This design comes from an exercise in tuning for a short achievable clock period and few clock cycles on the open sky130 flow, not from production work.
Only simulation tests tie the RTL to the original design; equivalence was not proved.

==> trial 89 <==
==> flow/design.v (excerpt) <==
module CPU (
  input clk,
  input rst,
  output [7:0] imem_addr,      
  input [31:0] imem_data,
  output [7:0] dmem_addr,      
  output [31:0] dmem_wdata,
  output dmem_we,
  input [31:0] dmem_rdata,
  output [7:0] io_addr,
  output [31:0] io_dout,
  output io_we,
  input [31:0] io_din,
  input [7:0] m_rf_addr,
  output [31:0] rf_data
);
localparam W     = 4;          
localparam NQB   = 3;          
localparam NQ    = 1 << NQB;
localparam NFOLD = 8;          
localparam IXB   = 6;          
localparam NIC   = 1 << IXB;   
localparam PD    = 32;         
localparam NLP   = 4;          
localparam NA    = 2 * W;      
localparam QWB   = 32 + 11 + 8 + 1 + NLP + 8;    
localparam [6:0] OP_R = 7'b0110011, OP_I = 7'b0010011, OP_L = 7'b0000011,
                 OP_S = 7'b0100011, OP_B = 7'b1100011, OP_J = 7'b1101111;
reg  [7:0]      fa;
reg  [8*W-1:0]  adr;       
reg  [W-1:0]    sqr;       
reg  [7:0]      pf;        
reg  [QWB-1:0]  q [0:NQ-1];
reg  [NQB-1:0]  qh;        
reg  [NQB*W-1:0] qhk;      
reg  [NQB:0]    qn;        
reg  [W-1:0]    e_v, e_wr, e_ld, e_br;
reg  [W*W-1:0]  e_D1, e_D2;        
reg  [5*W-1:0]  e_rd;
reg  [32*W-1:0] e_a, e_b, e_c;     
reg  [W*W-1:0]  e_fa, e_fb, e_fc;  
reg  [32*W-1:0] lr;                
reg  [W-1:0]    w_wr;              
reg  [5*W-1:0]  w_rd;
reg             w_st;              
reg  [10:0]     w_sa;
reg  [31:0]     w_sd;
reg  [8*W-1:0]  e_tgt;             
reg  [8*W*W-1:0] e_tgtm;           
reg  [W-1:0]    e_pt;              
reg  [W*NLP-1:0] e_lph;            
reg  [8*W-1:0]  e_pc;
reg             m_ld;              
reg             m_dm, m_io;        
  ...
==> flow/config.mk <==
export PLATFORM = sky130hd
export DESIGN_NAME = CPU
export DESIGN_NICKNAME = CPU
export VERILOG_FILES = /design/flow/design.v
export SDC_FILE = /design/flow/constraint.sdc
export NUM_CORES = 8
export LEC_CHECK = 0
export CAP_MARGIN = 40
export CELL_PAD_IN_SITES_GLOBAL_PLACEMENT = 2
export CORE_MARGIN = 2
export CORE_UTILIZATION = 20
export PLACE_DENSITY = 0.3
export SETUP_SLACK_MARGIN = 5
export SLEW_MARGIN = 40
==> flow/constraint.sdc <==
create_clock -name core_clock -period 11.0 [get_ports {clk}]
set_input_delay 2.2000 -clock core_clock [delete_from_list [all_inputs] [get_ports {clk}]]
set_output_delay 2.2000 -clock core_clock [all_outputs]
set_load 0.01 [all_outputs]
run.sh (not shown) runs the stock make flow with config.mk's settings and CLKGATE_MAP_FILE= SYNTH_SCRIPT=/design/flow/synth_recipe.tcl, a recipe that flattens the netlist after the stock synthesis.
==> build 12 (differences from trial 89) <==
--- a/flow/design.v
+++ b/flow/design.v
@@ -13,11 +13,11 @@
   output io_we,
   input [31:0] io_din,
   input [7:0] m_rf_addr,
   output [31:0] rf_data
 );
-localparam W     = 4;          
+localparam W     = 3;          
 localparam NQB   = 3;          
 localparam NQ    = 1 << NQB;
 localparam NFOLD = 8;          
 localparam IXB   = 6;          
 localparam NIC   = 1 << IXB;   
@@ -39,34 +39,26 @@
 reg  [W*W-1:0]  e_D1, e_D2;        
 reg  [5*W-1:0]  e_rd;
 reg  [32*W-1:0] e_a, e_b, e_c;     
 reg  [W*W-1:0]  e_fa, e_fb, e_fc;  
 reg  [32*W-1:0] lr;                
-reg  [W-1:0]    w_wr;              
-reg  [5*W-1:0]  w_rd;
-reg             w_st;              
-reg  [10:0]     w_sa;
-reg  [31:0]     w_sd;
 reg  [8*W-1:0]  e_tgt;             
 reg  [8*W*W-1:0] e_tgtm;           
 reg  [W-1:0]    e_pt;              
 reg  [W*NLP-1:0] e_lph;            
 reg  [8*W-1:0]  e_pc;
 reg             m_ld;              
-reg             m_dm, m_io;        
-reg  [10:0]     m_a;               
-reg  [11*W-1:0] m_fs;
+reg  [10:0]     m_a, m_imm;        
 reg  [W-1:0]    m_fa;
 reg             s_st;              
 reg  [W-1:0]    s_slot;
-reg  [10:0]     s_a;               
-reg  [11*W-1:0] s_fs;
+reg  [10:0]     s_a, s_imm;        
 reg  [W-1:0]    s_fa;
 reg  [31:0]     s_d;
 reg  [W-1:0]    s_fd;              
 reg  [W-1:0]    s_dj;              
-localparam SBB = 3;
+localparam SBB = 2;
 localparam SB  = 1 << SBB;
 reg  [7:0]      sd_a [0:SB-1];
 reg  [31:0]     sd_d [0:SB-1];
 reg  [SBB-1:0]  sd_h;
 reg  [SBB:0]    sd_n;
@@ -103,46 +95,31 @@
     for (q = 0; q < W; q = q + 1)
       if (sel[q]) fwd = lr[32*q +: 32];
   end
 endfunction
 function [10:0] eaddr;
-  input [10:0] a;
-  input [11*W-1:0] fs;
+  input [10:0] a, imm;
   input [W-1:0] sel;
   integer q;
   begin
     eaddr = a;
     for (q = 0; q < W; q = q + 1)
-      if (sel[q]) eaddr = fs[11*q +: 11];
+      if (sel[q]) eaddr = lr[32*q +: 11] + imm;
   end
 endfunction
-wire [10:0] m_addr = eaddr(m_a, m_fs, m_fa);
-wire [10:0] s_addr = eaddr(s_a, s_fs, s_fa);
+wire [10:0] m_addr = eaddr(m_a, m_imm, m_fa);
+wire [10:0] s_addr = eaddr(s_a, s_imm, s_fa);
 wire        is_io = m_addr[10];
-reg  [31:0] dm_data, fq_data;
-reg  [SB-1:0] smatch, snewer;
+reg  [31:0] dm_data;
 reg  [SBB-1:0] sqi;
-reg          fq_hit;
 integer q35;
 always @* begin
+  dm_data = dmem_rdata;
   for (q35 = 0; q35 < SB; q35 = q35 + 1) begin
     sqi = sd_h + q35;
-    smatch[q35] = (q35 < sd_n) && (sd_a[sqi] == m_addr[9:2]);
+    if (q35 < sd_n && sd_a[sqi] == m_addr[9:2]) dm_data = sd_d[sqi];
   end
-  snewer[SB-1] = 1'b0;
-  for (q35 = SB - 2; q35 >= 0; q35 = q35 - 1)
-    snewer[q35] = snewer[q35+1] | smatch[q35+1];
-  fq_data = 32'd0;
-  fq_hit  = 1'b0;
-  for (q35 = 0; q35 < SB; q35 = q35 + 1) begin
-    sqi = sd_h + q35;
-    if (smatch[q35] && !snewer[q35]) fq_data = fq_data | sd_d[sqi];
-    fq_hit = fq_hit | smatch[q35];
-  end
-  if (w_st && !w_sa[10] && w_sa[9:2] == m_addr[9:2]) dm_data = w_sd;
-  else if (fq_hit)                                    dm_data = fq_data;
-  else                                                dm_data = dmem_rdata;
 end
 wire [31:0] ld_data = is_io ? io_din : dm_data;
 reg [32*W-1:0] oa, ob, oc;
 integer q3;
 always @*
@@ -215,16 +192,16 @@
   sdat = fwd(s_d, s_fd);
   for (q36 = 0; q36 < W; q36 = q36 + 1)
     if (s_dj[q36]) sdat = res[32*q36 +: 32];
 end
 wire s_go  = s_st & ~|(s_slot & e_kill);
-wire sd_out = (sd_n != 0) & ~m_dm;      
-wire si_out = (si_n != 0) & ~m_io;
-assign dmem_addr  = m_dm ? m_addr[9:2] : sd_a[sd_h];
+wire sd_out = (sd_n != 0) & ~m_ld;      
+wire si_out = (si_n != 0) & ~m_ld;
+assign dmem_addr  = m_ld ? m_addr[9:2] : sd_a[sd_h];
 assign dmem_wdata = sd_d[sd_h];
 assign dmem_we    = sd_out;
-assign io_addr    = m_io ? m_addr[7:0] : si_a[si_h];
+assign io_addr    = m_ld ? m_addr[7:0] : si_a[si_h];
 assign io_dout    = si_d[si_h];
 assign io_we      = si_out;
 function [8:0] nseq;             
   input [7:0] a;
   integer q;
@@ -525,11 +502,11 @@
     d1[k5]  = |D1[k5*W +: W];
     d2[k5]  = |D2[k5*W +: W];
     dep[k5] = d1[k5] | d2[k5];
   end
 end
-wire sroom = (sd_n <= SB - 3) & (si_n <= SB - 3);
+wire sroom = (sd_n <= SB - 2) & (si_n <= SB - 2);
 reg [W-1:0] xgo, ldb4, stb4;
 reg         bad;
 integer k28, j28;
 always @* begin
   xgo[0]   = xv[0] & ~(iss[0] & ~sroom);
@@ -549,17 +526,15 @@
     xgo[k28] = xgo[k28-1] & ~bad;
   end
 end
 function [31:0] rdreg;
   input [4:0] r;
-  integer rr, q;
+  integer rr;
   begin
     rdreg = 32'd0;
     for (rr = 1; rr < 32; rr = rr + 1)
       rdreg = rdreg | ({32{r == rr}} & rf[rr]);
-    for (q = 0; q < W; q = q + 1)
-      if (w_wr[q] && w_rd[5*q +: 5] == r) rdreg = lr[32*q +: 32];
   end
 endfunction
 function [W-1:0] efw;
   input [4:0] r;
   integer q;
@@ -619,26 +594,23 @@
         nfc[W*k13 +: W]  = F1[W*k13 +: W];
       end
     end
 end
 reg [10:0] n_ma, n_mimm, n_sa, n_simm;
-reg [11*W-1:0] n_mfs, n_sfs;
 reg [W-1:0] n_mfa, n_sfa;
 reg [31:0] n_sd;
-reg        n_mld, n_sst, n_mdm, n_mio;
+reg        n_mld, n_sst;
 reg [W-1:0] n_sslot, n_sfd, n_sdj;
 integer k14;
 always @* begin
-  n_mld = 1'b0; n_mdm = 1'b0; n_mio = 1'b0; n_ma = 11'd0; n_mimm = 11'd0; n_mfa = {W{1'b0}};
+  n_mld = 1'b0; n_ma = 11'd0; n_mimm = 11'd0; n_mfa = {W{1'b0}};
   n_sst = 1'b0; n_sa = 11'd0; n_simm = 11'd0; n_sfa = {W{1'b0}}; n_sd = 32'd0;
   n_sslot = {W{1'b0}}; n_sfd = {W{1'b0}}; n_sdj = {W{1'b0}};
   for (k14 = W - 1; k14 >= 0; k14 = k14 - 1) begin
     if (xgo[k14] && isl[k14]) begin
       n_mld   = 1'b1;
       n_ma    = V1[32*k14 +: 11] + MIMM[11*k14 +: 11];
-      n_mdm   = |F1[W*k14 +: W] | ~n_ma[10];
-      n_mio   = |F1[W*k14 +: W] | n_ma[10];
       n_mimm  = MIMM[11*k14 +: 11];
       n_mfa   = F1[W*k14 +: W];
     end
     if (xgo[k14] && iss[k14]) begin
       n_sst   = 1'b1;
@@ -650,14 +622,10 @@
       n_sdj   = D2[k14*W +: W];
       n_sslot = {W{1'b0}};
       n_sslot[k14] = 1'b1;
     end
   end
-  for (k14 = 0; k14 < W; k14 = k14 + 1) begin
-    n_mfs[11*k14 +: 11] = res[32*k14 +: 11] + n_mimm;
-    n_sfs[11*k14 +: 11] = res[32*k14 +: 11] + n_simm;
-  end
 end
 reg [NQB:0] xn;
 integer k29;
 always @* begin
   xn = 0;
@@ -693,30 +661,23 @@
     e_c  <= {32*W{1'b0}};
     e_fa <= {W*W{1'b0}};
     e_fb <= {W*W{1'b0}};
     e_fc <= {W*W{1'b0}};
     lr   <= {32*W{1'b0}};
-    w_wr <= {W{1'b0}};
-    w_rd <= {5*W{1'b0}};
-    w_st <= 1'b0;
-    w_sa <= 11'd0;
-    w_sd <= 32'd0;
     e_tgt <= {8*W{1'b0}};
     e_tgtm <= {8*W*W{1'b0}};
     e_pt  <= {W{1'b0}};
     e_lph <= {W*NLP{1'b0}};
     e_pc  <= {8*W{1'b0}};
     m_ld <= 1'b0;
-    m_dm <= 1'b0;
-    m_io <= 1'b0;
     m_a <= 11'd0;
-    m_fs <= {11*W{1'b0}};
+    m_imm <= 11'd0;
     m_fa <= {W{1'b0}};
     s_st <= 1'b0;
     s_slot <= {W{1'b0}};
     s_a <= 11'd0;
-    s_fs <= {11*W{1'b0}};
+    s_imm <= 11'd0;
     s_fa <= {W{1'b0}};
     s_d <= 32'd0;
     s_fd <= {W{1'b0}};
     s_dj <= {W{1'b0}};
   end else begin
@@ -748,32 +709,25 @@
     e_c  <= nc;
     e_fa <= nfa_;
     e_fb <= nfb;
     e_fc <= nfc;
     lr   <= res;
-    w_wr <= e_wr & ~e_kill;
-    w_rd <= e_rd;
-    w_st <= s_go;
-    w_sa <= s_addr;
-    w_sd <= sdat;
     e_tgt <= XALT;
     for (i15 = 0; i15 < W; i15 = i15 + 1)
       for (j15 = 0; j15 < W; j15 = j15 + 1)
         e_tgtm[8*(i15*W+j15) +: 8] <= XALT[8*i15 +: 8] + j15;
     e_pt  <= xpt;
     e_lph <= XLPH;
     e_pc  <= XPC;
     m_ld <= n_mld & ~rdir;
-    m_dm <= n_mld & n_mdm;
-    m_io <= n_mld & n_mio;
     m_a <= n_ma;
-    m_fs <= n_mfs;
+    m_imm <= n_mimm;
     m_fa <= n_mfa;
     s_st <= n_sst & ~rdir;
     s_slot <= n_sslot;
     s_a <= n_sa;
-    s_fs <= n_sfs;
+    s_imm <= n_simm;
     s_fa <= n_sfa;
     s_d <= n_sd;
     s_fd <= n_sfd;
     s_dj <= n_sdj;
   end
@@ -795,35 +749,35 @@
     sd_n <= {(SBB+1){1'b0}};
     si_h <= {SBB{1'b0}};
     si_n <= {(SBB+1){1'b0}};
   end else begin
     sd_h <= sd_h + sd_out;
-    sd_n <= sd_n - sd_out + (w_st & ~w_sa[10]);
+    sd_n <= sd_n - sd_out + (s_go & ~s_addr[10]);
     si_h <= si_h + si_out;
-    si_n <= si_n - si_out + (w_st & w_sa[10]);
+    si_n <= si_n - si_out + (s_go & s_addr[10]);
   end
 end
 always @(posedge clk) begin
-  if (w_st && !w_sa[10]) begin
+  if (s_go && !s_addr[10]) begin
     sqw = sd_h + sd_n[SBB-1:0];
-    sd_a[sqw] <= w_sa[9:2];
-    sd_d[sqw] <= w_sd;
+    sd_a[sqw] <= s_addr[9:2];
+    sd_d[sqw] <= sdat;
   end
-  if (w_st && w_sa[10]) begin
+  if (s_go && s_addr[10]) begin
     sqw = si_h + si_n[SBB-1:0];
-    si_a[sqw] <= w_sa[7:0];
-    si_d[sqw] <= w_sd;
+    si_a[sqw] <= s_addr[7:0];
+    si_d[sqw] <= sdat;
   end
 end
 integer i16, k16;
 always @(posedge clk or posedge rst) begin
   if (rst) begin
     for (i16 = 1; i16 < 32; i16 = i16 + 1) rf[i16] <= 32'd0;
   end else begin
     for (i16 = 1; i16 < 32; i16 = i16 + 1)
       for (k16 = 0; k16 < W; k16 = k16 + 1)
-        if (w_wr[k16] && w_rd[5*k16 +: 5] == i16) rf[i16] <= lr[32*k16 +: 32];
+        if (e_wr[k16] && !e_kill[k16] && e_rd[5*k16 +: 5] == i16) rf[i16] <= res[32*k16 +: 32];
   end
 end
 always @(posedge clk or posedge rst) begin
   if (rst) begin
     ic_v <= {NIC{1'b0}};
@@ -949,28 +903,16 @@
     dw  <= {W{1'b0}};
     dwr <= {5*W{1'b0}};
     dwd <= {32*W{1'b0}};
     for (i34 = 1; i34 < 32; i34 = i34 + 1) rfd[i34] <= 32'd0;
   end else begin
-    dw  <= w_wr;
-    dwr <= w_rd;
-    dwd <= lr;
+    dw  <= e_wr & ~e_kill;
+    dwr <= e_rd;
+    dwd <= res;
     for (i34 = 1; i34 < 32; i34 = i34 + 1)
       for (k34 = 0; k34 < W; k34 = k34 + 1)
         if (dw[k34] && dwr[5*k34 +: 5] == i34) rfd[i34] <= dwd[32*k34 +: 32];
   end
 end
 wire [4:0] dbg = m_rf_addr[4:0];
-reg  [31:0] dbu0 [0:15];
-reg  [31:0] dbu1 [0:7];
-reg  [31:0] dbu2 [0:3];
-reg  [31:0] dbu3 [0:1];
-integer r40;
-always @* begin
-  for (r40 = 0; r40 < 16; r40 = r40 + 1)
-    dbu0[r40] = dbg[4] ? rfd[r40+16] : ((r40 == 0) ? 32'd0 : rfd[r40]);
-  for (r40 = 0; r40 < 8; r40 = r40 + 1) dbu1[r40] = dbg[3] ? dbu0[r40+8] : dbu0[r40];
-  for (r40 = 0; r40 < 4; r40 = r40 + 1) dbu2[r40] = dbg[2] ? dbu1[r40+4] : dbu1[r40];
-  for (r40 = 0; r40 < 2; r40 = r40 + 1) dbu3[r40] = dbg[1] ? dbu2[r40+2] : dbu2[r40];
-end
-assign rf_data = dbg[0] ? dbu3[1] : dbu3[0];
+assign rf_data = (dbg == 5'd0) ? 32'd0 : rfd[dbg];
 endmodule  
- CELL_PAD_IN_SITES_GLOBAL_PLACEMENT: 2 -> default
- CORE_UTILIZATION: 20 -> 25
- PLACE_DENSITY: 0.3 -> 0.4
==> impl_metrics.yaml <==
yosys:
  synth.mux.area_fraction: 0.206
  ys_seq_area_frac: 0.415
  ys.flop_type: "edfxtp_1"
  synth_commonest_cells: "nand2_1, edfxtp_1, clkbuf_1"
  syn_inst: 39800
placement:
  place_congestion: 1.13
outcome:
  lastStage: "5_1_grt"
  status: "stopped before the end"
  error: "[ERROR GRT-0232] Routing congestion too high. Check the congestion heatmap in the GUI."
clock_network:
  cts_buffer_depth: 5
  htreeDepth: 6
# the run above: build 12

==> impl_metrics.yaml <==
outcome:
  error: "[ERROR GRT-0232] Routing congestion too high. Check the congestion heatmap in the GUI."
  status: "stopped before the end"
  lastStage: "5_1_grt"
yosys:
  synth.mux.area_fraction: 0.239
  ys.flop_type: "dfrtp_1"
placement:
  place_congestion: 1.02
  place_area_um2: 658000
clock_network:
  cts_resized: 8117
  ctsRootBufferMaster: "clkbuf_16"
  htreeDepth: 7
  cts_buffer_depth: 6
# the run above: trial 89

Testbench counts of trial 89, summed over its fixed seeds: cycles 17,082.
Testbench counts of build 12, summed over its fixed seeds: cycles 18,707.
